Background: an optimization exercise with open tools, aiming at small area, a short achievable clock period and few clock cycles. Do not read the settings as production practice.
Only simulation tests tie the RTL to the original design; equivalence was not proved.

--- design/flow/constraint.sdc ---
create_clock -name core_clock -period 12.0 [get_ports {clk}]
set_input_delay 2.4000 -clock core_clock [delete_from_list [all_inputs] [get_ports {clk}]]
set_output_delay 2.4000 -clock core_clock [all_outputs]
set_load 0.01 [all_outputs]
--- design/flow/run.sh ---
#!/bin/bash
# synth_recipe.tcl (not shown) runs the flow's synth.tcl, then flattens the netlist and writes it again
# the make line also repeats each setting of config.mk as NAME=value (left out here)
make -C /OpenROAD-flow-scripts/flow DESIGN_CONFIG=/design/flow/config.mk WORK_HOME=/design/flow/orfs CLKGATE_MAP_FILE= SYNTH_SCRIPT=/design/flow/synth_recipe.tcl finish
--- design/flow/config.mk ---
export PLATFORM = sky130hd
export DESIGN_NAME = FFT
export DESIGN_NICKNAME = FFT
export VERILOG_FILES = /design/flow/design.v
export SDC_FILE = /design/flow/constraint.sdc
export NUM_CORES = 4
export LEC_CHECK = 0
export CAP_MARGIN = 20
export CORE_MARGIN = 2
export CORE_UTILIZATION = 40
export SLEW_MARGIN = 20
--- design/flow/design.v ---
module butter_fly_1(
    input clk,
    input rst_n,
    input in_valid,
    input signed[21:0] data_in_real,
    input signed[21:0] data_in_imag,
    input signed[21:0] data_in_delay_real,
    input signed[21:0] data_in_delay_imag,
    output [5:0] counter,
    output reg out_valid,
    output reg signed[21:0] data_out_delay_real,
    output reg signed[21:0] data_out_delay_imag,
    output signed[15:0] data_out_real,
    output signed[15:0] data_out_imag
);
reg valid,nxt_valid;
reg [1:0] curr_state;
reg [1:0] next_state;
reg [5:0] reg_counter;
reg [5:0] nxt_counter;
reg [22:0] reg_data_out_real,reg_data_out_imag;
assign counter = reg_counter;
assign data_out_real = reg_data_out_real[21:6];
assign data_out_imag = reg_data_out_imag[21:6];
always@(*)begin
    nxt_valid = (reg_counter<31)?valid:'d0;
    nxt_counter = (valid || in_valid)?reg_counter + 'd1:reg_counter;
end
always@(*)begin
    case (curr_state)
    2'b00: begin
        data_out_delay_real = data_in_real;
        data_out_delay_imag = data_in_imag;
        reg_data_out_real = data_in_delay_real;
        reg_data_out_imag = data_in_delay_imag;
        out_valid = 'd0;
        next_state = 2'b01;
    end
    2'b01: begin
        data_out_delay_real = data_in_delay_real - data_in_real;
        data_out_delay_imag = data_in_delay_imag - data_in_imag;
        reg_data_out_real = data_in_delay_real + data_in_real;
        reg_data_out_imag = data_in_delay_imag + data_in_imag;
        out_valid = 'd1;
        next_state = 2'b10;
    end
    2'b10:begin
        data_out_delay_real = data_in_real;
        data_out_delay_imag = data_in_imag;
        reg_data_out_real = data_in_delay_real;
        reg_data_out_imag = data_in_delay_imag;
        out_valid = 'd1;
        next_state = (reg_counter==32)?2'b11:2'b01;
    end
    2'b11:begin
        next_state = 2'b11;
        data_out_delay_real = 'd0;
        data_out_delay_imag = 'd0;
        reg_data_out_real = 'd0;
        reg_data_out_imag = 'd0;
        out_valid = 'd0;
    end
    endcase
end
always@(posedge clk or negedge rst_n)begin
    if(!rst_n)begin
        reg_counter <= 0;
        valid <= 0;
        curr_state <= 0;
    end
    else begin
        if(in_valid)begin
            reg_counter <= nxt_counter;
            valid <= in_valid;
            curr_state <= next_state;
        end
        else if(valid)begin
            reg_counter <= nxt_counter;
            valid <= nxt_valid;
            curr_state <= next_state;
        end
        else if(next_state == 2'b11)begin
            curr_state <= 2'b11;
        end
    end
end
endmodule
module butter_fly_2(
    input clk,
    input rst_n,
    input in_valid,
    input signed[21:0] data_in_real,
    input signed[21:0] data_in_imag,
    input signed[21:0] wnr_in_real,
    input signed[21:0] wnr_in_imag,
    input signed[21:0] data_in_delay_real,
    input signed[21:0] data_in_delay_imag,
    output [5:0] counter,
    output reg out_valid,
    output reg signed[21:0] data_out_delay_real,
    output reg signed[21:0] data_out_delay_imag,
    output reg signed[21:0] data_out_real,
    output reg signed[21:0] data_out_imag
);
reg valid,nxt_valid;
reg [1:0] curr_state;
reg [1:0] next_state;
reg [5:0] reg_counter;
reg [5:0] nxt_counter;
wire signed [45:0] temp_real,temp_imag;
assign temp_real = wnr_in_real*data_in_delay_real - wnr_in_imag*data_in_delay_imag;
assign temp_imag = wnr_in_real*data_in_delay_imag + wnr_in_imag*data_in_delay_real;
assign counter = reg_counter;
always@(*)begin
    nxt_valid = (reg_counter<32)?valid:'d0;
    nxt_counter = (valid || in_valid)?reg_counter + 'd1:reg_counter;
end
always@(*)begin
    case (curr_state)
    2'b00: begin
        data_out_delay_real = data_in_real;
        data_out_delay_imag = data_in_imag;
        data_out_real = data_in_delay_real;
        data_out_imag = data_in_delay_imag;
        out_valid = 'd0;
        next_state = (reg_counter <1)?2'b00:2'b01;
    end
    2'b01: begin
        data_out_delay_real = data_in_delay_real - data_in_real;
        data_out_delay_imag = data_in_delay_imag - data_in_imag;
        data_out_real = data_in_delay_real + data_in_real;
        data_out_imag = data_in_delay_imag + data_in_imag;
        out_valid = 'd1;
        next_state = (reg_counter%4==3)?2'b10:2'b01;
    end
    2'b10:begin
        data_out_delay_real = data_in_real;
        data_out_delay_imag = data_in_imag;
        data_out_real = temp_real[29:6];
        data_out_imag = temp_imag[29:6];
        out_valid = 'd1;
        next_state = (reg_counter==33)?2'b11:(reg_counter%4==1)?2'b01:2'b10;
    end
    2'b11:begin
        next_state = 2'b11;
        data_out_delay_real = 'd0;
        data_out_delay_imag = 'd0;
        data_out_real = 'd0;
        data_out_imag = 'd0;
        out_valid = 'd0;
    end
    endcase
end
always@(posedge clk or negedge rst_n)begin
    if(!rst_n)begin
        reg_counter <= 0;
        valid <= 0;
        curr_state <= 0;
    end
    else begin
        if(in_valid)begin
            reg_counter <= nxt_counter;
            valid <= in_valid;
            curr_state <= next_state;
        end
        else if(valid)begin
            reg_counter <= nxt_counter;
            valid <= nxt_valid;
            curr_state <= next_state;
        end
        else if(next_state == 2'b11)begin
            curr_state <= 2'b11;
        end
    end
end
endmodule
module butter_fly_4(
    input clk,
    input rst_n,
    input in_valid,
    input signed[21:0] data_in_real,
    input signed[21:0] data_in_imag,
    input signed[21:0] wnr_in_real,
    input signed[21:0] wnr_in_imag,
    input signed[21:0] data_in_delay_real,
    input signed[21:0] data_in_delay_imag,
    output [5:0] counter,
    output reg out_valid,
    output reg signed[21:0] data_out_delay_real,
    output reg signed[21:0] data_out_delay_imag,
    output reg signed[21:0] data_out_real,
    output reg signed[21:0] data_out_imag
);
reg valid,nxt_valid;
reg [1:0] curr_state;
reg [1:0] next_state;
reg [5:0] reg_counter;
reg [5:0] nxt_counter;
wire signed [45:0] temp_real,temp_imag;
assign temp_real = wnr_in_real*data_in_delay_real - wnr_in_imag*data_in_delay_imag;
assign temp_imag = wnr_in_real*data_in_delay_imag + wnr_in_imag*data_in_delay_real;
assign counter = reg_counter;
always@(*)begin
    nxt_valid = (reg_counter<34)?valid:'d0;
    nxt_counter = (valid || in_valid)?reg_counter + 'd1:reg_counter;
end
always@(*)begin
    case (curr_state)
    2'b00: begin
        data_out_delay_real = data_in_real;
        data_out_delay_imag = data_in_imag;
        data_out_real = data_in_delay_real;
        data_out_imag = data_in_delay_imag;
        out_valid = 'd0;
        next_state = (reg_counter <3)?2'b00:2'b01;
    end
    2'b01: begin
        data_out_delay_real = data_in_delay_real - data_in_real;
        data_out_delay_imag = data_in_delay_imag - data_in_imag;
        data_out_real = data_in_delay_real + data_in_real;
        data_out_imag = data_in_delay_imag + data_in_imag;
        out_valid = 'd1;
        next_state = (reg_counter%8==7)?2'b10:2'b01;
    end
    2'b10:begin
        data_out_delay_real = data_in_real;
        data_out_delay_imag = data_in_imag;
        data_out_real = temp_real[29:6];
        data_out_imag = temp_imag[29:6];
        out_valid = 'd1;
        next_state = (reg_counter==35)?2'b11:(reg_counter%8==3)?2'b01:2'b10;
    end
    2'b11:begin
        next_state = 2'b11;
        data_out_delay_real = 'd0;
        data_out_delay_imag = 'd0;
        data_out_real = 'd0;
        data_out_imag = 'd0;
        out_valid = 'd0;
    end
    endcase
end
always@(posedge clk or negedge rst_n)begin
    if(!rst_n)begin
        reg_counter <= 0;
        valid <= 0;
        curr_state <= 0;
    end
    else begin
        if(in_valid)begin
            reg_counter <= nxt_counter;
            valid <= in_valid;
            curr_state <= next_state;
        end
        else if(valid)begin
            reg_counter <= nxt_counter;
            valid <= nxt_valid;
            curr_state <= next_state;
        end
        else if(next_state == 2'b11)begin
            curr_state <= 2'b11;
        end
    end
end
endmodule
module butter_fly_8(
    input clk,
    input rst_n,
    input in_valid,
    input signed[21:0] data_in_real,
    input signed[21:0] data_in_imag,
    input signed[21:0] wnr_in_real,
    input signed[21:0] wnr_in_imag,
    input signed[21:0] data_in_delay_real,
    input signed[21:0] data_in_delay_imag,
    output [5:0] counter,
    output reg out_valid,
    output reg signed[21:0] data_out_delay_real,
    output reg signed[21:0] data_out_delay_imag,
    output reg signed[21:0] data_out_real,
    output reg signed[21:0] data_out_imag
);
reg valid,nxt_valid;
reg [5:0] nxt_counter;
reg [1:0] curr_state;
reg [1:0] next_state;
reg [5:0] reg_counter;
wire signed [45:0] temp_real,temp_imag;
assign temp_real = wnr_in_real*data_in_delay_real - wnr_in_imag*data_in_delay_imag;
assign temp_imag = wnr_in_real*data_in_delay_imag + wnr_in_imag*data_in_delay_real;
assign counter = reg_counter;
always@(*)begin
    nxt_valid = (reg_counter<38)?valid:'d0;
    nxt_counter = (valid || in_valid)?reg_counter + 'd1:reg_counter;
end
always@(*)begin
    case (curr_state)
    2'b00: begin
        data_out_delay_real = data_in_real;
        data_out_delay_imag = data_in_imag;
        data_out_real = data_in_delay_real;
        data_out_imag = data_in_delay_imag;
        out_valid = 'd0;
        next_state = ((reg_counter%24) <7)?2'b00:2'b01;
    end
    2'b01: begin
        data_out_delay_real = data_in_delay_real - data_in_real;
        data_out_delay_imag = data_in_delay_imag - data_in_imag;
        data_out_real = data_in_delay_real + data_in_real;
        data_out_imag = data_in_delay_imag + data_in_imag;
        out_valid = 'd1;
        next_state = ((reg_counter%24) <15)? (reg_counter==31)?2'b10:2'b01   :2'b10;
    end
    2'b10:begin
        data_out_delay_real = data_in_real;
        data_out_delay_imag = data_in_imag;
        data_out_real = temp_real[29:6];
        data_out_imag = temp_imag[29:6];
        out_valid = 'd1;
        next_state = ((reg_counter%'d24) <23)?(reg_counter=='d39)?2'b11:2'b10:(reg_counter==23)?2'b01:2'b11;
    end
    2'b11:begin
        next_state = 2'b11;
        data_out_delay_real = 'd0;
        data_out_delay_imag = 'd0;
        data_out_real = 'd0;
        data_out_imag = 'd0;
        out_valid = 'd0;
    end
    default:begin
        next_state = 2'b11;
        data_out_delay_real = 'd0;
        data_out_delay_imag = 'd0;
        data_out_real = 'd0;
        data_out_imag = 'd0;
        out_valid = 'd0;
    end
    endcase
end
always@(posedge clk or negedge rst_n)begin
    if(!rst_n)begin
        reg_counter <= 0;
        valid <= 0;
        curr_state <= 0;
    end
    else begin
        if(in_valid)begin
            reg_counter <= nxt_counter;
            valid <= in_valid;
            curr_state <= next_state;
        end
        else if(valid)begin
            reg_counter <= nxt_counter;
            valid <= nxt_valid;
            curr_state <= next_state;
        end
        else if(next_state == 2'b11)begin
            curr_state <= 2'b11;
        end
    end
end
endmodule
module butter_fly_16(
    input clk,
    input rst_n,
    input in_valid,
    input signed[21:0] data_in_real,
    input signed[21:0] data_in_imag,
    input signed[21:0] wnr_in_real,
    input signed[21:0] wnr_in_imag,
    input signed[21:0] data_in_delay_real,
    input signed[21:0] data_in_delay_imag,
    output [5:0] counter,
    output reg out_valid,
    output reg signed[21:0] data_out_delay_real,
    output reg signed[21:0] data_out_delay_imag,
    output reg signed[21:0] data_out_real,
    output reg signed[21:0] data_out_imag
);
reg valid,nxt_valid;
reg [5:0] nxt_counter;
reg [1:0] curr_state;
reg [1:0] next_state;
reg [5:0] reg_counter;
wire signed [45:0] temp_real,temp_imag;
assign temp_real = wnr_in_real*data_in_delay_real - wnr_in_imag*data_in_delay_imag;
assign temp_imag = wnr_in_real*data_in_delay_imag + wnr_in_imag*data_in_delay_real;
assign counter = reg_counter;
always@(*)begin
    nxt_valid = (reg_counter<46)?valid:'d0;
    nxt_counter = (valid || in_valid)?reg_counter + 'd1:reg_counter;
end
always@(*)begin
    case (curr_state)
    2'b00: begin
        data_out_delay_real = data_in_real;
        data_out_delay_imag = data_in_imag;
        data_out_real = data_in_delay_real;
        data_out_imag = data_in_delay_imag;
        out_valid = 'd0;
        next_state = (reg_counter<15)?2'b00:2'b01;
    end
    2'b01: begin
        data_out_delay_real = data_in_delay_real - data_in_real;
        data_out_delay_imag = data_in_delay_imag - data_in_imag;
        data_out_real = data_in_delay_real + data_in_real;
        data_out_imag = data_in_delay_imag + data_in_imag;
        out_valid = 'd1;
        next_state = (reg_counter<31)?2'b01:2'b10;
    end
    2'b10:begin
        data_out_delay_real = data_in_real;
        data_out_delay_imag = data_in_imag;
        data_out_real = temp_real[29:6];
        data_out_imag = temp_imag[29:6];
        out_valid = 'd1;
        next_state = (reg_counter<47)?2'b10:2'b11;
    end
    2'b11:begin
        out_valid = 'd0;
        data_out_delay_real = 'd0;
        data_out_delay_imag = 'd0;
        data_out_real = 'd0;
        data_out_imag = 'd0;
        next_state = 2'b11;
    end
    endcase
end
always@(posedge clk or negedge rst_n)begin
    if(!rst_n)begin
        reg_counter <= 0;
        valid <= 0;
        curr_state <= 0;
    end
    else begin
        if(in_valid)begin
            reg_counter <= nxt_counter;
            valid <= in_valid;
            curr_state <= next_state;
        end
        else if(valid)begin
            reg_counter <= nxt_counter;
            valid <= nxt_valid;
            curr_state <= next_state;
        end
        else if(next_state == 2'b11)begin
            curr_state <= next_state;
        end
    end
end
endmodule
module Rom2(
    input clk,
    input rst_n,
    input [5:0] address,
    output reg [21:0] data_real_out,
    output reg [21:0] data_imag_out
);
always@(*)begin
    case (address)
    6'b000100:begin
        data_real_out=22'b0000000000000001000000;
        data_imag_out=22'b0000000000000000000000;
    end
    6'b000101:begin
        data_real_out=22'b0000000000000000000000;
        data_imag_out=22'b1111111111111111000000;
    end
    6'b001000:begin
        data_real_out=22'b0000000000000001000000;
        data_imag_out=22'b0000000000000000000000;
    end
    6'b001001:begin
        data_real_out=22'b0000000000000000000000;
        data_imag_out=22'b1111111111111111000000;
    end
    6'b001100:begin
        data_real_out=22'b0000000000000001000000;
        data_imag_out=22'b0000000000000000000000;
    end
    6'b001101:begin
        data_real_out=22'b0000000000000000000000;
        data_imag_out=22'b1111111111111111000000;
    end
    6'b010000:begin
        data_real_out=22'b0000000000000001000000;
        data_imag_out=22'b0000000000000000000000;
    end
    6'b010001:begin
        data_real_out=22'b0000000000000000000000;
        data_imag_out=22'b1111111111111111000000;
    end
    6'b010100:begin
        data_real_out=22'b0000000000000001000000;
        data_imag_out=22'b0000000000000000000000;
    end
    6'b010101:begin
        data_real_out=22'b0000000000000000000000;
        data_imag_out=22'b1111111111111111000000;
    end
    6'b011000:begin
        data_real_out=22'b0000000000000001000000;
        data_imag_out=22'b0000000000000000000000;
    end
    6'b011001:begin
        data_real_out=22'b0000000000000000000000;
        data_imag_out=22'b1111111111111111000000;
    end
    6'b011100:begin
        data_real_out=22'b0000000000000001000000;
        data_imag_out=22'b0000000000000000000000;
    end
    6'b011101:begin
        data_real_out=22'b0000000000000000000000;
        data_imag_out=22'b1111111111111111000000;
    end
    6'b100000:begin
        data_real_out=22'b0000000000000001000000;
        data_imag_out=22'b0000000000000000000000;
    end
    6'b100001:begin
        data_real_out=22'b0000000000000000000000;
        data_imag_out=22'b1111111111111111000000;
    end
    default:begin
        data_real_out=23'b0000000000000001000000;
        data_imag_out=23'b0000000000000000000000;
    end
    endcase
end
endmodule
module Rom4(
    input clk,
    input rst_n,
    input [5:0] address,
    output reg [21:0] data_real_out,
    output reg [21:0] data_imag_out
);
always@(*)begin
    case (address)
    6'b001000:begin
        data_real_out=22'b0000000000000001000000;
        data_imag_out=22'b0000000000000000000000;
    end
    6'b001001:begin
        data_real_out=22'b0000000000000000101101;
        data_imag_out=22'b1111111111111111010011;
    end
    6'b001010:begin
        data_real_out=22'b0000000000000000000000;
        data_imag_out=22'b1111111111111111000000;
    end
    6'b001011:begin
        data_real_out=22'b1111111111111111010011;
        data_imag_out=22'b1111111111111111010011;
    end
    6'b010000:begin
        data_real_out=22'b0000000000000001000000;
        data_imag_out=22'b0000000000000000000000;
    end
    6'b010001:begin
        data_real_out=22'b0000000000000000101101;
        data_imag_out=22'b1111111111111111010011;
    end
    6'b010010:begin
        data_real_out=22'b0000000000000000000000;
        data_imag_out=22'b1111111111111111000000;
    end
    6'b010011:begin
        data_real_out=22'b1111111111111111010011;
        data_imag_out=22'b1111111111111111010011;
    end
    6'b011000:begin
        data_real_out=22'b0000000000000001000000;
        data_imag_out=22'b0000000000000000000000;
    end
    6'b011001:begin
        data_real_out=22'b0000000000000000101101;
        data_imag_out=22'b1111111111111111010011;
    end
    6'b011010:begin
        data_real_out=22'b0000000000000000000000;
        data_imag_out=22'b1111111111111111000000;
    end
    6'b011011:begin
        data_real_out=22'b1111111111111111010011;
        data_imag_out=22'b1111111111111111010011;
    end
    6'b100000:begin
        data_real_out=22'b0000000000000001000000;
        data_imag_out=22'b0000000000000000000000;
    end
    6'b100001:begin
        data_real_out=22'b0000000000000000101101;
        data_imag_out=22'b1111111111111111010011;
    end
    6'b100010:begin
        data_real_out=22'b0000000000000000000000;
        data_imag_out=22'b1111111111111111000000;
    end
    6'b100011:begin
        data_real_out=22'b1111111111111111010011;
        data_imag_out=22'b1111111111111111010011;
    end
    default:begin
        data_real_out=23'b0000000000000001000000;
        data_imag_out=23'b0000000000000000000000;
    end
    endcase
end
endmodule
module Rom8(
    input clk,
    input rst_n,
    input [5:0] address,
    output reg [21:0] data_real_out,
    output reg [21:0] data_imag_out
);
always@(*)begin
    case (address)
    6'b010000:begin
        data_real_out=22'b0000000000000001000000;
        data_imag_out=22'b0000000000000000000000;
    end
    6'b010001:begin
        data_real_out=22'b0000000000000000111011;
        data_imag_out=22'b1111111111111111101000;
    end
    6'b010010:begin
        data_real_out=22'b0000000000000000101101;
        data_imag_out=22'b1111111111111111010011;
    end
    6'b010011:begin
        data_real_out=22'b0000000000000000011000;
        data_imag_out=22'b1111111111111111000101;
    end
    6'b010100:begin
        data_real_out=22'b0000000000000000000000;
        data_imag_out=22'b1111111111111111000000;
    end
    6'b010101:begin
        data_real_out=22'b1111111111111111101000;
        data_imag_out=22'b1111111111111111000101;
    end
    6'b010110:begin
        data_real_out=22'b1111111111111111010011;
        data_imag_out=22'b1111111111111111010011;
    end
    6'b010111:begin
        data_real_out=22'b1111111111111111000101;
        data_imag_out=22'b1111111111111111101000;
    end
    6'b100000:begin
        data_real_out=22'b0000000000000001000000;
        data_imag_out=22'b0000000000000000000000;
    end
    6'b100001:begin
        data_real_out=22'b0000000000000000111011;
        data_imag_out=22'b1111111111111111101000;
    end
    6'b100010:begin
        data_real_out=22'b0000000000000000101101;
        data_imag_out=22'b1111111111111111010011;
    end
    6'b100011:begin
        data_real_out=22'b0000000000000000011000;
        data_imag_out=22'b1111111111111111000101;
    end
    6'b100100:begin
        data_real_out=22'b0000000000000000000000;
        data_imag_out=22'b1111111111111111000000;
    end
    6'b100101:begin
        data_real_out=22'b1111111111111111101000;
        data_imag_out=22'b1111111111111111000101;
    end
    6'b100110:begin
        data_real_out=22'b1111111111111111010011;
        data_imag_out=22'b1111111111111111010011;
    end
    6'b100111:begin
        data_real_out=22'b1111111111111111000101;
        data_imag_out=22'b1111111111111111101000;
    end
    default:begin
        data_real_out=23'b0000000000000001000000;
        data_imag_out=23'b0000000000000000000000;
    end
    endcase
end
endmodule
module Rom16(
    input clk,
    input rst_n,
    input [5:0] address,
    output reg [21:0] data_real_out,
    output reg [21:0] data_imag_out
);
always@(*)begin
    case (address)
    6'b100000:begin
        data_real_out=22'b0000000000000001000000;
        data_imag_out=22'b0000000000000000000000;
    end
    6'b100001:begin
        data_real_out=22'b0000000000000000111111;
        data_imag_out=22'b1111111111111111110100;
    end
    6'b100010:begin
        data_real_out=22'b0000000000000000111011;
        data_imag_out=22'b1111111111111111101000;
    end
    6'b100011:begin
        data_real_out=22'b0000000000000000110101;
        data_imag_out=22'b1111111111111111011100;
    end
    6'b100100:begin
        data_real_out=22'b0000000000000000101101;
        data_imag_out=22'b1111111111111111010011;
    end
    6'b100101:begin
        data_real_out=22'b0000000000000000100100;
        data_imag_out=22'b1111111111111111001011;
    end
    6'b100110:begin
        data_real_out=22'b0000000000000000011000;
        data_imag_out=22'b1111111111111111000101;
    end
    6'b100111:begin
        data_real_out=22'b0000000000000000001100;
        data_imag_out=22'b1111111111111111000001;
    end
    6'b101000:begin
        data_real_out=22'b0000000000000000000000;
        data_imag_out=22'b1111111111111111000000;
    end
    6'b101001:begin
        data_real_out=22'b1111111111111111110100;
        data_imag_out=22'b1111111111111111000001;
    end
    6'b101010:begin
        data_real_out=22'b1111111111111111101000;
        data_imag_out=22'b1111111111111111000101;
    end
    6'b101011:begin
        data_real_out=22'b1111111111111111011100;
        data_imag_out=22'b1111111111111111001011;
    end
    6'b101100:begin
        data_real_out=22'b1111111111111111010011;
        data_imag_out=22'b1111111111111111010011;
    end
    6'b101101:begin
        data_real_out=22'b1111111111111111001011;
        data_imag_out=22'b1111111111111111011100;
    end
    6'b101110:begin
        data_real_out=22'b1111111111111111000101;
        data_imag_out=22'b1111111111111111101000;
    end
    6'b101111:begin
        data_real_out=22'b1111111111111111000001;
        data_imag_out=22'b1111111111111111110100;
    end
    default:begin
        data_real_out=23'b0000000000000001000000;
        data_imag_out=23'b0000000000000000000000;
    end
    endcase
end
endmodule
module shift_register_1(
    input clk,
    input in_valid,
    input rst_n,
    input signed [21:0] data_real_in,
    input signed [21:0] data_imag_in,
    output signed [21:0] data_real_out,
    output signed [21:0] data_imag_out
);
reg [5:0] nxt_counter,counter;
reg valid,nxt_valid;
reg [21:0] shift_register_real,shift_register_imag;
reg [21:0] t_shift_register_real,t_shift_register_imag;
assign data_real_out = shift_register_real[21:0];
assign data_imag_out = shift_register_imag[21:0];
always@(*)begin
    nxt_valid = (counter<31)?valid:'d0;
    nxt_counter = (valid || in_valid)?counter + 'd1:counter;
    t_shift_register_real = shift_register_real;
    t_shift_register_imag = shift_register_imag;
end
always@(posedge clk or negedge rst_n)begin
    if(!rst_n)begin
        counter <= 0;
        valid <= 0;
        shift_register_real <= 0;
        shift_register_imag <= 0;
    end
    else begin
        if(in_valid)begin
            shift_register_real <= (t_shift_register_real<<22) + data_real_in;
            shift_register_imag <= (t_shift_register_imag<<22) + data_imag_in;
            counter <= nxt_counter;
            valid <= in_valid;
        end
        else if(valid)begin
            shift_register_real <= (t_shift_register_real<<22) + data_real_in;
            shift_register_imag <= (t_shift_register_imag<<22) + data_imag_in;
            counter <= nxt_counter;
            valid <= nxt_valid;
        end
    end
end
endmodule
module shift_register_2(
    input clk,
    input in_valid,
    input rst_n,
    input signed [21:0] data_real_in,
    input signed [21:0] data_imag_in,
    output signed [21:0] data_real_out,
    output signed [21:0] data_imag_out
);
reg [5:0] nxt_counter,counter;
reg valid,nxt_valid;
reg [43:0] shift_register_real,shift_register_imag;
reg [43:0] t_shift_register_real,t_shift_register_imag;
assign data_real_out = shift_register_real[43:22];
assign data_imag_out = shift_register_imag[43:22];
always@(*)begin
    nxt_valid = (counter<32)?valid:'d0;
    nxt_counter = (valid || in_valid)?counter + 'd1:counter;
    t_shift_register_real = shift_register_real;
    t_shift_register_imag = shift_register_imag;
end
always@(posedge clk or negedge rst_n)begin
    if(!rst_n)begin
        counter <= 0;
        valid <= 0;
        shift_register_real <= 0;
        shift_register_imag <= 0;
    end
    else begin
        if(in_valid)begin
            shift_register_real <= (t_shift_register_real<<22) + data_real_in;
            shift_register_imag <= (t_shift_register_imag<<22) + data_imag_in;
            counter <= nxt_counter;
            valid <= in_valid;
        end
        else if(valid)begin
            shift_register_real <= (t_shift_register_real<<22) + data_real_in;
            shift_register_imag <= (t_shift_register_imag<<22) + data_imag_in;
            counter <= nxt_counter;
            valid <= nxt_valid;
        end
    end
end
endmodule
module shift_register_4(
    input clk,
    input in_valid,
    input rst_n,
    input signed [21:0] data_real_in,
    input signed [21:0] data_imag_in,
    output signed [21:0] data_real_out,
    output signed [21:0] data_imag_out
);
reg [5:0] nxt_counter,counter;
reg valid,nxt_valid;
reg [87:0] shift_register_real,shift_register_imag;
reg [87:0] t_shift_register_real,t_shift_register_imag;
assign data_real_out = shift_register_real[87:66];
assign data_imag_out = shift_register_imag[87:66];
always@(*)begin
    nxt_valid = (counter<34)?valid:'d0;
    nxt_counter = (valid || in_valid)?counter + 'd1:counter;
    t_shift_register_real = shift_register_real;
    t_shift_register_imag = shift_register_imag;
end
always@(posedge clk or negedge rst_n)begin
    if(!rst_n)begin
        counter <= 0;
        valid <= 0;
        shift_register_real <= 0;
        shift_register_imag <= 0;
    end
    else begin
        if(in_valid)begin
            shift_register_real <= (t_shift_register_real<<22) + data_real_in;
            shift_register_imag <= (t_shift_register_imag<<22) + data_imag_in;
            counter <= nxt_counter;
            valid <= in_valid;
        end
        else if(valid)begin
            shift_register_real <= (t_shift_register_real<<22) + data_real_in;
            shift_register_imag <= (t_shift_register_imag<<22) + data_imag_in;
            counter <= nxt_counter;
            valid <= nxt_valid;
        end
    end
end
endmodule
module shift_register_8(
    input clk,
    input in_valid,
    input rst_n,
    input signed [21:0] data_real_in,
    input signed [21:0] data_imag_in,
    output signed [21:0] data_real_out,
    output signed [21:0] data_imag_out
);
reg [5:0] nxt_counter,counter;
reg valid,nxt_valid;
reg [175:0] shift_register_real,shift_register_imag;
reg [175:0] t_shift_register_real,t_shift_register_imag;
assign data_real_out = shift_register_real[175:154];
assign data_imag_out = shift_register_imag[175:154];
always@(*)begin
    nxt_valid = (counter<38)?valid:'d0;
    nxt_counter = (valid || in_valid)?counter + 'd1:counter;
    t_shift_register_real = shift_register_real;
    t_shift_register_imag = shift_register_imag;
end
always@(posedge clk or negedge rst_n)begin
    if(!rst_n)begin
        counter <= 0;
        valid <= 0;
        shift_register_real <= 0;
        shift_register_imag <= 0;
    end
    else begin
        if(in_valid)begin
            shift_register_real <= (t_shift_register_real<<22) + data_real_in;
            shift_register_imag <= (t_shift_register_imag<<22) + data_imag_in;
            counter <= nxt_counter;
            valid <= in_valid;
        end
        else if(valid)begin
            shift_register_real <= (t_shift_register_real<<22) + data_real_in;
            shift_register_imag <= (t_shift_register_imag<<22) + data_imag_in;
            counter <= nxt_counter;
            valid <= nxt_valid;
        end
    end
end
endmodule
module shift_register_16(
    input clk,
    input in_valid,
    input rst_n,
    input signed [21:0] data_real_in,
    input signed [21:0] data_imag_in,
    output signed [21:0] data_real_out,
    output signed [21:0] data_imag_out
);
reg [5:0] nxt_counter,counter;
reg valid,nxt_valid;
reg [351:0] shift_register_real,shift_register_imag;
reg [351:0] t_shift_register_real,t_shift_register_imag;
assign data_real_out = shift_register_real[351:330];
assign data_imag_out = shift_register_imag[351:330];
always@(*)begin
    nxt_valid = (counter<46)?valid:'d0;
    nxt_counter = (valid || in_valid)?counter + 'd1:counter;
    t_shift_register_real = shift_register_real;
    t_shift_register_imag = shift_register_imag;
end
always@(posedge clk or negedge rst_n)begin
    if(!rst_n)begin
        counter <= 0;
        valid <= 0;
        shift_register_real <= 0;
        shift_register_imag <= 0;
    end
    else begin
        if(in_valid)begin
            shift_register_real <= (t_shift_register_real<<22) + data_real_in;
            shift_register_imag <= (t_shift_register_imag<<22) + data_imag_in;
            counter <= nxt_counter;
            valid <= in_valid;
        end
        else if(valid)begin
            shift_register_real <= (t_shift_register_real<<22) + data_real_in;
            shift_register_imag <= (t_shift_register_imag<<22) + data_imag_in;
            counter <= nxt_counter;
            valid <= nxt_valid;
        end
    end
end
endmodule
module FFT(
input clk,
input rst_n,
input in_valid,
input signed [11:0] din_r,
input signed [11:0] din_i,
output out_valid,
output signed [15:0] dout_r,
output signed [15:0] dout_i
);
wire signed [21:0] data_real_in_16,data_imag_in_16;
wire signed [21:0] data_real_in_8,data_imag_in_8;
wire signed [21:0] data_real_in_4,data_imag_in_4;
wire signed [21:0] data_real_in_2,data_imag_in_2;
wire signed [21:0] data_real_in_1,data_imag_in_1;
wire signed [21:0] stage5_data_real_out,stage5_data_imag_out;
wire signed [21:0] stage4_data_real_out,stage4_data_imag_out;
wire signed [21:0] stage3_data_real_out,stage3_data_imag_out;
wire signed [21:0] stage2_data_real_out,stage2_data_imag_out;
wire signed [15:0] stage1_data_real_out,stage1_data_imag_out;
wire signed [21:0] data_real_out_16,data_imag_out_16;
wire signed [21:0] data_real_out_8,data_imag_out_8;
wire signed [21:0] data_real_out_4,data_imag_out_4;
wire signed [21:0] data_real_out_2,data_imag_out_2;
wire signed [21:0] data_real_out_1,data_imag_out_1;
wire signed [21:0] wnr_real_out_16,wnr_imag_out_16;
wire signed [21:0] wnr_real_out_8,wnr_imag_out_8;
wire signed [21:0] wnr_real_out_4,wnr_imag_out_4;
wire signed [21:0] wnr_real_out_2,wnr_imag_out_2;
wire signed [21:0] wnr_real_out_1,wnr_imag_out_1;
reg signed [21:0] reg_din_r,reg_din_i;
reg reg_valid;
reg reg_valid_16;
reg reg_valid_8;
reg reg_valid_4;
reg reg_valid_2;
reg reg_valid_1;
wire [5:0] counter_16,counter_8,counter_4,counter_2,counter_1;
wire [4:0] counter;
assign counter = counter_1[4:0]-1;
wire out_valid_16,out_valid_8,out_valid_4,out_valid_2,out_valid_1;
reg reg_out_valid;
reg signed [15:0] r_dout_r,r_dout_i;
assign out_valid = reg_out_valid;
assign dout_r = r_dout_r;
assign dout_i = r_dout_i;
reg signed [21:0] reg_stage5_data_real_out,reg_stage5_data_imag_out;
reg signed [21:0] reg_stage4_data_real_out,reg_stage4_data_imag_out;
reg signed [21:0] reg_stage3_data_real_out,reg_stage3_data_imag_out;
reg signed [21:0] reg_stage2_data_real_out,reg_stage2_data_imag_out;
reg signed [15:0] reg_stage1_data_real_out,reg_stage1_data_imag_out;
reg signed [15:0] reg_dout_r[0:31];
reg signed [15:0] reg_dout_i[0:31];
reg [4:0] nxt_output_counter,output_counter;
reg ordering_done;
always @(*) begin
    nxt_output_counter = output_counter + 'd1;
end
always@(posedge clk or negedge rst_n)begin
    if(!rst_n)begin
        reg_din_r <= 'd0;
        reg_din_i <= 'd0;
        reg_valid <= 'd0;
        reg_valid_16 <= 'd0;
        reg_valid_8 <= 'd0;
        reg_valid_4 <= 'd0;
        reg_valid_2 <= 'd0;
        reg_valid_1 <= 'd0;
        reg_out_valid <= 'd0;
        r_dout_r <= 'd0;
        r_dout_i <= 'd0;
        reg_stage5_data_real_out <= 'd0;
        reg_stage5_data_imag_out <= 'd0;
        reg_stage4_data_real_out <= 'd0;
        reg_stage4_data_imag_out <= 'd0;
        reg_stage3_data_real_out <= 'd0;
        reg_stage3_data_imag_out <= 'd0;
        reg_stage2_data_real_out <= 'd0;
        reg_stage2_data_imag_out <= 'd0;
        reg_stage1_data_real_out <= 'd0;
        reg_stage1_data_imag_out <= 'd0;
        output_counter <= 'd0;
    end
    else begin
        reg_din_r <= { {4{din_r[11]}}, din_r, 6'b0};
        reg_din_i <= { {4{din_i[11]}}, din_i, 6'b0};
        reg_valid <= in_valid;
        reg_valid_16 <= out_valid_16;
        reg_valid_8 <= out_valid_8;
        reg_valid_4 <= out_valid_4;
        reg_valid_2 <= out_valid_2;
        reg_valid_1 <= out_valid_1;
        reg_stage5_data_real_out <= stage5_data_real_out;
        reg_stage5_data_imag_out <= stage5_data_imag_out;
        reg_stage4_data_real_out <= stage4_data_real_out;
        reg_stage4_data_imag_out <= stage4_data_imag_out;
        reg_stage3_data_real_out <= stage3_data_real_out;
        reg_stage3_data_imag_out <= stage3_data_imag_out;
        reg_stage2_data_real_out <= stage2_data_real_out;
        reg_stage2_data_imag_out <= stage2_data_imag_out;
        reg_stage1_data_real_out <= stage1_data_real_out;
        reg_stage1_data_imag_out <= stage1_data_imag_out;
        if(ordering_done)begin
            r_dout_r <= reg_dout_r[output_counter];
            r_dout_i <= reg_dout_i[output_counter];
            output_counter <= nxt_output_counter;
            reg_out_valid <= 1'd1;
        end
    end
end
always@(posedge clk or negedge rst_n)begin
    if(!rst_n)begin
        ordering_done <= 'd0;
         reg_dout_r[0]<='d0;
         reg_dout_i[0]<='d0;
         reg_dout_r[16]<='d0;
         reg_dout_i[16]<='d0;
         reg_dout_r[8]<='d0;
         reg_dout_i[8]<='d0;
         reg_dout_r[24]<='d0;
         reg_dout_i[24]<='d0;
         reg_dout_r[4]<='d0;
         reg_dout_i[4]<='d0;
         reg_dout_r[20]<='d0;
         reg_dout_i[20]<='d0;
         reg_dout_r[12]<='d0;
         reg_dout_i[12]<='d0;
         reg_dout_r[28]<='d0;
         reg_dout_i[28]<='d0;
         reg_dout_r[2]<='d0;
         reg_dout_i[2]<='d0;
         reg_dout_r[18]<='d0;
         reg_dout_i[18]<='d0;
         reg_dout_r[10]<='d0;
         reg_dout_i[10]<='d0;
         reg_dout_r[26]<='d0;
         reg_dout_i[26]<='d0;
         reg_dout_r[6]<='d0;
         reg_dout_i[6]<='d0;
         reg_dout_r[22]<='d0;
         reg_dout_i[22]<='d0;
         reg_dout_r[14]<='d0;
         reg_dout_i[14]<='d0;
         reg_dout_r[30]<='d0;
         reg_dout_i[30]<='d0;
         reg_dout_r[1]<='d0;
         reg_dout_i[1]<='d0;
         reg_dout_r[17]<='d0;
         reg_dout_i[17]<='d0;
         reg_dout_r[9]<='d0;
         reg_dout_i[9]<='d0;
         reg_dout_r[25]<='d0;
         reg_dout_i[25]<='d0;
         reg_dout_r[5]<='d0;
         reg_dout_i[5]<='d0;
         reg_dout_r[21]<='d0;
         reg_dout_i[21]<='d0;
         reg_dout_r[13]<='d0;
         reg_dout_i[13]<='d0;
         reg_dout_r[29]<='d0;
         reg_dout_i[29]<='d0;
         reg_dout_r[3]<='d0;
         reg_dout_i[3]<='d0;
         reg_dout_r[19]<='d0;
         reg_dout_i[19]<='d0;
         reg_dout_r[11]<='d0;
         reg_dout_i[11]<='d0;
         reg_dout_r[27]<='d0;
         reg_dout_i[27]<='d0;
         reg_dout_r[7]<='d0;
         reg_dout_i[7]<='d0;
         reg_dout_r[23]<='d0;
         reg_dout_i[23]<='d0;
         reg_dout_r[15]<='d0;
         reg_dout_i[15]<='d0;
         reg_dout_r[31]<='d0;
         reg_dout_i[31]<='d0;
    end
    else begin
    if (counter_1 >0 && counter_1<33)begin
    case(counter)
        5'b00000:begin
         reg_dout_r[0]<=stage1_data_real_out;
         reg_dout_i[0]<=stage1_data_imag_out;
         ordering_done <= 'd0;
         end
        5'b00001:begin
         reg_dout_r[16]<=stage1_data_real_out;
         reg_dout_i[16]<=stage1_data_imag_out;
         ordering_done <= 'd0;
         end
        5'b00010:begin
         reg_dout_r[8]<=stage1_data_real_out;
         reg_dout_i[8]<=stage1_data_imag_out;
         ordering_done <= 'd0;
         end
        5'b00011:begin
         reg_dout_r[24]<=stage1_data_real_out;
         reg_dout_i[24]<=stage1_data_imag_out;
         ordering_done <= 'd0;
         end
        5'b00100:begin
         reg_dout_r[4]<=stage1_data_real_out;
         reg_dout_i[4]<=stage1_data_imag_out;
         ordering_done <= 'd0;
         end
        5'b00101:begin
         reg_dout_r[20]<=stage1_data_real_out;
         reg_dout_i[20]<=stage1_data_imag_out;
         ordering_done <= 'd0;
         end
        5'b00110:begin
         reg_dout_r[12]<=stage1_data_real_out;
         reg_dout_i[12]<=stage1_data_imag_out;
         ordering_done <= 'd0;
         end
        5'b00111:begin
         reg_dout_r[28]<=stage1_data_real_out;
         reg_dout_i[28]<=stage1_data_imag_out;
         ordering_done <= 'd0;
         end
        5'b01000:begin
         reg_dout_r[2]<=stage1_data_real_out;
         reg_dout_i[2]<=stage1_data_imag_out;
         ordering_done <= 'd0;
         end
        5'b01001:begin
         reg_dout_r[18]<=stage1_data_real_out;
         reg_dout_i[18]<=stage1_data_imag_out;
         ordering_done <= 'd0;
         end
        5'b01010:begin
         reg_dout_r[10]<=stage1_data_real_out;
         reg_dout_i[10]<=stage1_data_imag_out;
         ordering_done <= 'd0;
         end
        5'b01011:begin
         reg_dout_r[26]<=stage1_data_real_out;
         reg_dout_i[26]<=stage1_data_imag_out;
         ordering_done <= 'd0;
         end
        5'b01100:begin
         reg_dout_r[6]<=stage1_data_real_out;
         reg_dout_i[6]<=stage1_data_imag_out;
         ordering_done <= 'd0;
         end
        5'b01101:begin
         reg_dout_r[22]<=stage1_data_real_out;
         reg_dout_i[22]<=stage1_data_imag_out;
         ordering_done <= 'd0;
         end
        5'b01110:begin
         reg_dout_r[14]<=stage1_data_real_out;
         reg_dout_i[14]<=stage1_data_imag_out;
         ordering_done <= 'd0;
         end
        5'b01111:begin
         reg_dout_r[30]<=stage1_data_real_out;
         reg_dout_i[30]<=stage1_data_imag_out;
         ordering_done <= 'd0;
         end
        5'b10000:begin
         reg_dout_r[1]<=stage1_data_real_out;
         reg_dout_i[1]<=stage1_data_imag_out;
         ordering_done <= 'd0;
         end
        5'b10001:begin
         reg_dout_r[17]<=stage1_data_real_out;
         reg_dout_i[17]<=stage1_data_imag_out;
         ordering_done <= 'd0;
         end
        5'b10010:begin
         reg_dout_r[9]<=stage1_data_real_out;
         reg_dout_i[9]<=stage1_data_imag_out;
         ordering_done <= 'd0;
         end
        5'b10011:begin
         reg_dout_r[25]<=stage1_data_real_out;
         reg_dout_i[25]<=stage1_data_imag_out;
         ordering_done <= 'd0;
         end
        5'b10100:begin
         reg_dout_r[5]<=stage1_data_real_out;
         reg_dout_i[5]<=stage1_data_imag_out;
         ordering_done <= 'd0;
         end
        5'b10101:begin
         reg_dout_r[21]<=stage1_data_real_out;
         reg_dout_i[21]<=stage1_data_imag_out;
         ordering_done <= 'd0;
         end
        5'b10110:begin
         reg_dout_r[13]<=stage1_data_real_out;
         reg_dout_i[13]<=stage1_data_imag_out;
         ordering_done <= 'd0;
         end
        5'b10111:begin
         reg_dout_r[29]<=stage1_data_real_out;
         reg_dout_i[29]<=stage1_data_imag_out;
         ordering_done <= 'd0;
         end
        5'b11000:begin
         reg_dout_r[3]<=stage1_data_real_out;
         reg_dout_i[3]<=stage1_data_imag_out;
         ordering_done <= 'd0;
         end
        5'b11001:begin
         reg_dout_r[19]<=stage1_data_real_out;
         reg_dout_i[19]<=stage1_data_imag_out;
         ordering_done <= 'd0;
         end
        5'b11010:begin
         reg_dout_r[11]<=stage1_data_real_out;
         reg_dout_i[11]<=stage1_data_imag_out;
         ordering_done <= 'd0;
         end
        5'b11011:begin
         reg_dout_r[27]<=stage1_data_real_out;
         reg_dout_i[27]<=stage1_data_imag_out;
         ordering_done <= 'd0;
         end
        5'b11100:begin
         reg_dout_r[7]<=stage1_data_real_out;
         reg_dout_i[7]<=stage1_data_imag_out;
         ordering_done <= 'd0;
         end
        5'b11101:begin
         reg_dout_r[23]<=stage1_data_real_out;
         reg_dout_i[23]<=stage1_data_imag_out;
         ordering_done <= 'd0;
         end
        5'b11110:begin
         reg_dout_r[15]<=stage1_data_real_out;
         reg_dout_i[15]<=stage1_data_imag_out;
         ordering_done <= 'd0;
         end
        5'b11111:begin
         reg_dout_r[31]<=stage1_data_real_out;
         reg_dout_i[31]<=stage1_data_imag_out;
         ordering_done <= 'd1;
         end
    endcase
    end
    end
end
butter_fly_16 butter16(
    .clk(clk),
    .rst_n(rst_n),
    .in_valid(reg_valid),
    .data_in_real(reg_din_r),
    .data_in_imag(reg_din_i),
    .wnr_in_real(wnr_real_out_16),
    .wnr_in_imag(wnr_imag_out_16),
    .data_in_delay_real(data_real_out_16),
    .data_in_delay_imag(data_imag_out_16),
    .out_valid(out_valid_16),
    .counter(counter_16),
    .data_out_delay_real(data_real_in_16),
    .data_out_delay_imag(data_imag_in_16),
    .data_out_real(stage5_data_real_out),
    .data_out_imag(stage5_data_imag_out)
);
Rom16 rom16(
    .clk(clk),
    .rst_n(rst_n),
    .address(counter_16),
    .data_real_out(wnr_real_out_16),
    .data_imag_out(wnr_imag_out_16)
);
shift_register_16 SR16 (
    .clk(clk),
    .in_valid(reg_valid),
    .rst_n(rst_n),
    .data_real_in(data_real_in_16),
    .data_imag_in(data_imag_in_16),
    .data_real_out(data_real_out_16),
    .data_imag_out(data_imag_out_16)
    );
butter_fly_8 butter8(
    .clk(clk),
    .rst_n(rst_n),
    .in_valid(reg_valid_16),
    .data_in_real(reg_stage5_data_real_out),
    .data_in_imag(reg_stage5_data_imag_out),
    .wnr_in_real(wnr_real_out_8),
    .wnr_in_imag(wnr_imag_out_8),
    .data_in_delay_real(data_real_out_8),
    .data_in_delay_imag(data_imag_out_8),
    .out_valid(out_valid_8),
    .counter(counter_8),
    .data_out_delay_real(data_real_in_8),
    .data_out_delay_imag(data_imag_in_8),
    .data_out_real(stage4_data_real_out),
    .data_out_imag(stage4_data_imag_out)
);
Rom8 rom8(
    .clk(clk),
    .rst_n(rst_n),
    .address(counter_8),
    .data_real_out(wnr_real_out_8),
    .data_imag_out(wnr_imag_out_8)
);
shift_register_8 SR8 (
    .clk(clk),
    .in_valid(reg_valid_16),
    .rst_n(rst_n),
    .data_real_in(data_real_in_8),
    .data_imag_in(data_imag_in_8),
    .data_real_out(data_real_out_8),
    .data_imag_out(data_imag_out_8)
    );
butter_fly_4 butter4(
    .clk(clk),
    .rst_n(rst_n),
    .in_valid(reg_valid_8),
    .data_in_real(reg_stage4_data_real_out),
    .data_in_imag(reg_stage4_data_imag_out),
    .wnr_in_real(wnr_real_out_4),
    .wnr_in_imag(wnr_imag_out_4),
    .data_in_delay_real(data_real_out_4),
    .data_in_delay_imag(data_imag_out_4),
    .out_valid(out_valid_4),
    .counter(counter_4),
    .data_out_delay_real(data_real_in_4),
    .data_out_delay_imag(data_imag_in_4),
    .data_out_real(stage3_data_real_out),
    .data_out_imag(stage3_data_imag_out)
);
shift_register_4 SR4 (
    .clk(clk),
    .in_valid(reg_valid_8),
    .rst_n(rst_n),
    .data_real_in(data_real_in_4),
    .data_imag_in(data_imag_in_4),
    .data_real_out(data_real_out_4),
    .data_imag_out(data_imag_out_4)
    );
Rom4 rom4(
    .clk(clk),
    .rst_n(rst_n),
    .address(counter_4),
    .data_real_out(wnr_real_out_4),
    .data_imag_out(wnr_imag_out_4)
);
butter_fly_2 butter2(
    .clk(clk),
    .rst_n(rst_n),
    .in_valid(reg_valid_4),
    .data_in_real(reg_stage3_data_real_out),
    .data_in_imag(reg_stage3_data_imag_out),
    .wnr_in_real(wnr_real_out_2),
    .wnr_in_imag(wnr_imag_out_2),
    .data_in_delay_real(data_real_out_2),
    .data_in_delay_imag(data_imag_out_2),
    .out_valid(out_valid_2),
    .counter(counter_2),
    .data_out_delay_real(data_real_in_2),
    .data_out_delay_imag(data_imag_in_2),
    .data_out_real(stage2_data_real_out),
    .data_out_imag(stage2_data_imag_out)
);
shift_register_2 SR2 (
    .clk(clk),
    .in_valid(reg_valid_4),
    .rst_n(rst_n),
    .data_real_in(data_real_in_2),
    .data_imag_in(data_imag_in_2),
    .data_real_out(data_real_out_2),
    .data_imag_out(data_imag_out_2)
    );
Rom2 rom2(
    .clk(clk),
    .rst_n(rst_n),
    .address(counter_2),
    .data_real_out(wnr_real_out_2),
    .data_imag_out(wnr_imag_out_2)
);
butter_fly_1 butter1(
    .clk(clk),
    .rst_n(rst_n),
    .in_valid(reg_valid_2),
    .data_in_real(reg_stage2_data_real_out),
    .data_in_imag(reg_stage2_data_imag_out),
    .data_in_delay_real(data_real_out_1),
    .data_in_delay_imag(data_imag_out_1),
    .out_valid(out_valid_1),
    .counter(counter_1),
    .data_out_delay_real(data_real_in_1),
    .data_out_delay_imag(data_imag_in_1),
    .data_out_real(stage1_data_real_out),
    .data_out_imag(stage1_data_imag_out)
);
shift_register_1 SR1 (
    .clk(clk),
    .in_valid(reg_valid_2),
    .rst_n(rst_n),
    .data_real_in(data_real_in_1),
    .data_imag_in(data_imag_in_1),
    .data_real_out(data_real_out_1),
    .data_imag_out(data_imag_out_1)
    );
endmodule
==> qor.csv <==
stage,metric,value,unit
die,horizontal extent of the die,761.7,µm
die,initial cell density of the core,40.11,%
final_layout,area of the multi-input gates,143200,µm²
route,WL/cell,20.77,µm
clock_tree,number of resized instances in the post-cts repair step,0,
worst_setup_path,gate family responsible for the most delay along the worst path,adder cells,
worst_setup_path,r2r worst-path depth,34,
sta,setup TNS,0,ns
clock_tree,cts bufs inserted,294,
placement,weighted congestion reported at the end of routability-driven placement,0.9202,
worst_setup_path,Worst EP arrival,11.50,ns
placement,pre-CTS setup slack,1.264,ns
grt,maximum number of pins on one net before global-route repair,224,
yosys,synthesized area,229600,µm²
yosys,library cell with the highest instance count after synthesis,nand2_1,
yosys,dominant combinational cell family by area after synthesis,adder cells,
worst_setup_path,"Req. time, crit path",12.74,ns
worst_setup_path,capture point of the worst reg-to-reg path,reg_stage5_data_imag_out[21]$_DFF_PN0_,
yosys,cell taking the most area after synthesis,dfrtp_1,
sta,transition time at the pin with the least slew margin,1.179,ns
route,count of nets left with antenna violations after detail routing,0,
worst_setup_path,source of the worst register-to-register timing path,butter16.reg_counter[1]$_DFFE_PN0P_,
yosys,synthesized area per cell,9.333,µm²
sta,Final Max Slew Viols,0,
clock_tree,latest clock arrival within the worst-skew pair,1.00,ns
worst_setup_path,worst stage delay on the critical path,0.95,ns
clock_tree,htree depth,5,
die,FP Rows,278,
worst_setup_path,sort of element at the start of the critical path,register,
grt,number of antenna violations at the first check in global routing,16,
yosys,count of distinct cell types in the synthesized netlist,101,
placement,detailed placer's ending HPWL,483800,µm
final_layout,Final Cell Area,249500,µm²
route,length of the first detailed-routing pass in iterations,10,
min_path,Worst Hold Class,register to register,
route,via total after detailed routing,165400,
worst_setup_path,worst-path fanout max,20,
status,status,timing/DRC/antenna clean,
yosys,area share of and/or/nand/nor cells after synthesis,14.30,%
yosys,post-synthesis async set-or-reset flop share,100.0,%
yosys,Post-synth EDFFs,0,
grt,first-pass GRT wire length,1032000,µm
final_layout,ratio of cells with drive above 1 in the final layout,4.601,%
sta,clock skew,0.1333,ns
yosys,post-synthesis mux area share,0.4517,%
worst_setup_path,endpoint class of the critical path,register,
sta,final worst-path cycle share,89.67,%
sta,hold violation count in the final report,0,
worst_setup_path,count of cell instances traversed by the critical path,34,
yosys,Synth Area in Adders,35.10,%
yosys,post-synthesis cell count,24610,
final_layout,Filler Cell Count,55650,
placement,Placement Cell Area,239300,µm²
grt,vias in the first global route,169200,
worst_setup_path,Worst Setup SP,butter16.reg_counter[1]$_DFFE_PN0P_,
yosys,proportion of netlist area held by the largest area contributor,29.55,%
yosys,synthesized-area fraction occupied by xor and xnor cells,3.028,%
yosys,"synthesized-area fraction occupied by ao, oa, aoi and oai cells",9.076,%
placement,Buffers on Ports,59,
yosys,number of synthesized register bits,2712,
sta,Setup-failing EPs final,0,
sta,min Tclk post-route,10.76,ns
yosys,prevailing post-synth register cell,dfrtp_1,
worst_setup_path,"most used cell, CP",fa_1,
clock_tree,CTS tree,built,
yosys,Ys Warns,17,
grt,final global-route overflow total,0,
worst_setup_path,destination of the critical timing path,reg_stage5_data_imag_out[21]$_DFF_PN0_,
route,number of DRC violations after detailed routing,0,
job,max cap viols,0,
route,WL final,664200,µm
worst_setup_path,start-to-end type of the worst setup path,register to register,
sta,maximum clock frequency,92.93,MHz
final_layout,sequential cell area,67870,µm²
worst_setup_path,register-to-register path setup slack,1.24,ns
sta,post-route worst hold slack,0.3344,ns
die,full die area,580200,µm²
final_layout,signed area change from the synthesized netlist to the final layout,8.624,%
route,Vias per Instance,5.173,
clock_tree,CTS Sinks,2712,
grt,total routing resource utilization after global routing,22.97,%
route,Iter 0 DRT Violations,14060,
sta,unrepaired setup endpoints after global routing,false,
clock_tree,maximum count of clock buffers along a single path,4,
die,Die Height,761.7,µm
sta,slack of the critical path,1.239,ns
worst_setup_path,Buf/Inv on CP,7,
clock_tree,buffer count from post-CTS setup fixing,0,
die,area of the core region,572500,µm²
yosys,number of nets in the synthesized netlist,29350,
clock_tree,clock root buffer master,clkbuf_16,
sta,Slew HR,21.39,%
yosys,portion of the post-synthesis area used by sequential elements,29.55,%
clock_tree,CTS Hold Bufs,0,
yosys,main area contributors after synthesis,"dfrtp_1, fa_1, ha_1",
die,IO Pins,60,
final_layout,NumNets Final,28920,
worst_setup_path,highest-delay cell along the critical path,fa_1,
clock_tree,register clock-pin slew on the reported worst setup and hold paths,0.06,ns
yosys,cell types with the highest counts after synthesis,"nand2_1, inv_1, fa_1",
==> final cells by class <==
class	count	share of cell area, %
Multi-Input combinational cell	16700	57.41
Sequential cell	2712	27.21
Inverter	4028	6.062
Tap cell	7560	3.792
Clock buffer	401	3.355
Timing Repair Buffer	438	1.478
Clock inverter	128	0.6857
Antenna cell	13	0.01304
==> sequential cells by signal, indices dropped and copies added, names as in the netlist, 16 cells and up <==
name	cells
SR1.shift_register_imag	22
SR1.shift_register_real	22
SR16.shift_register_imag	352
SR16.shift_register_real	352
SR2.shift_register_imag	44
SR2.shift_register_real	44
SR4.shift_register_imag	88
SR4.shift_register_real	88
SR8.shift_register_imag	176
SR8.shift_register_real	176
r_dout_i	16
r_dout_r	16
reg_dout_i	512
reg_dout_r	512
reg_stage2_data_imag_out	22
reg_stage2_data_real_out	22
reg_stage3_data_imag_out	22
reg_stage3_data_real_out	22
reg_stage4_data_imag_out	22
reg_stage4_data_real_out	22
reg_stage5_data_imag_out	22
reg_stage5_data_real_out	22
==> worst min path at each step <==
stage / to / from / cells past startpoint
final: SR16.shift_register_imag[179]$_DFFE_PN0P_ / SR16.shift_register_imag[157]$_DFFE_PN0P_ / 2
after global routing: SR16.shift_register_imag[179]$_DFFE_PN0P_ / SR16.shift_register_imag[157]$_DFFE_PN0P_ / 2
after CTS: SR16.shift_register_imag[179]$_DFFE_PN0P_ / SR16.shift_register_imag[157]$_DFFE_PN0P_ / 2
after detailed placement: reg_out_valid$_DFFE_PN0P_ / reg_out_valid$_DFFE_PN0P_ / 1
after global placement: SR16.shift_register_imag[71]$_DFFE_PN0P_ / SR16.shift_register_imag[71]$_DFFE_PN0P_ / 2
after floorplan: SR16.counter[5]$_DFFE_PN0P_ / SR16.counter[5]$_DFFE_PN0P_ / 1
==> stage by stage <==
step / std cells / utilization (%)
after global placement: 31440 / 41.80
after global routing: 31970 / 43.57
after CTS: 31970 / 43.56
final: 31980 / 43.57
after floorplan: 24610 / -
after detailed placement: 31440 / 41.80
==> per-layer routing <==
layer  GRT usage (%)  share of wire (%)  wire length [µm]  vias up
met2           37.25                 46            308000     4847
met3           2.990                6.4             42310      963
met1           32.48                 44            292300    83600
li1                -                  -                 -    76020
met4           6.296                3.2             21590        2
met5               0             0.0020                13        -
==> worst min-delay path, stage by stage (launching register included) <==
cell and delay, ns:
dfrtp_1 0.34, nand2_1 0.05, nand2_1 0.05
==> cell families (layout without fill, tap and decap cells) <==
| logic type | count (synthesis) | count (layout) |
|---|---|---|
| buffers and inverters | 5192 | 4995 |
| AOI/OAI and AO/OA | 3308 | 3308 |
| DFF | 2712 | 2712 |
| and+or+nand+nor | 7791 | 7791 |
| muxes | 97 | 97 |
| other | 1 | 14 |
| adders and majority gates | 4712 | 4712 |
| xor gates and xnor gates | 793 | 793 |
==> layout by cell type, fill, tap and decap left out, drive strengths merged, types with 407 or more instances in the layout <==
| cell | count |
|---|---|
| nand2 | 4350 |
| dfrtp | 2712 |
| nor2 | 1859 |
| xnor2 | 609 |
| o21ai | 407 |
| and2 | 595 |
| fa | 2883 |
| inv | 4042 |
| ha | 1829 |
| a21oi | 1580 |
Testbench counts, summed over its fixed seeds: cycles 25,600.

==> static timing again, ports no longer ideal <==
The flow's constraints put no driver on any port. The routed layout listed below was extracted and timed again, unchanged, in two steps. Step 1 sets driving cells, clkbuf_16 on the clock port and buf_2 on the other inputs (assumed; they add their load-dependent delay and slew). Step 2 also shifts input and output timing later by t, the mid clock arrival at the registers, as if the neighbouring blocks saw the same clock. Three values: ideal ports, drivers, drivers and shift; two values: the first two.
t, ns: 1.066
slack for setup (ns): 1.239 / 1.239 / 1.239
latest minus earliest clock arrival (ns): 0.156 / 0.156
worst slew at a driven data input, ns: 0.08
After both steps setup and hold are still met in this run. For this run, drivers alone change the setup slack by 0.000 ns; drivers and shift together by 0.000 ns.
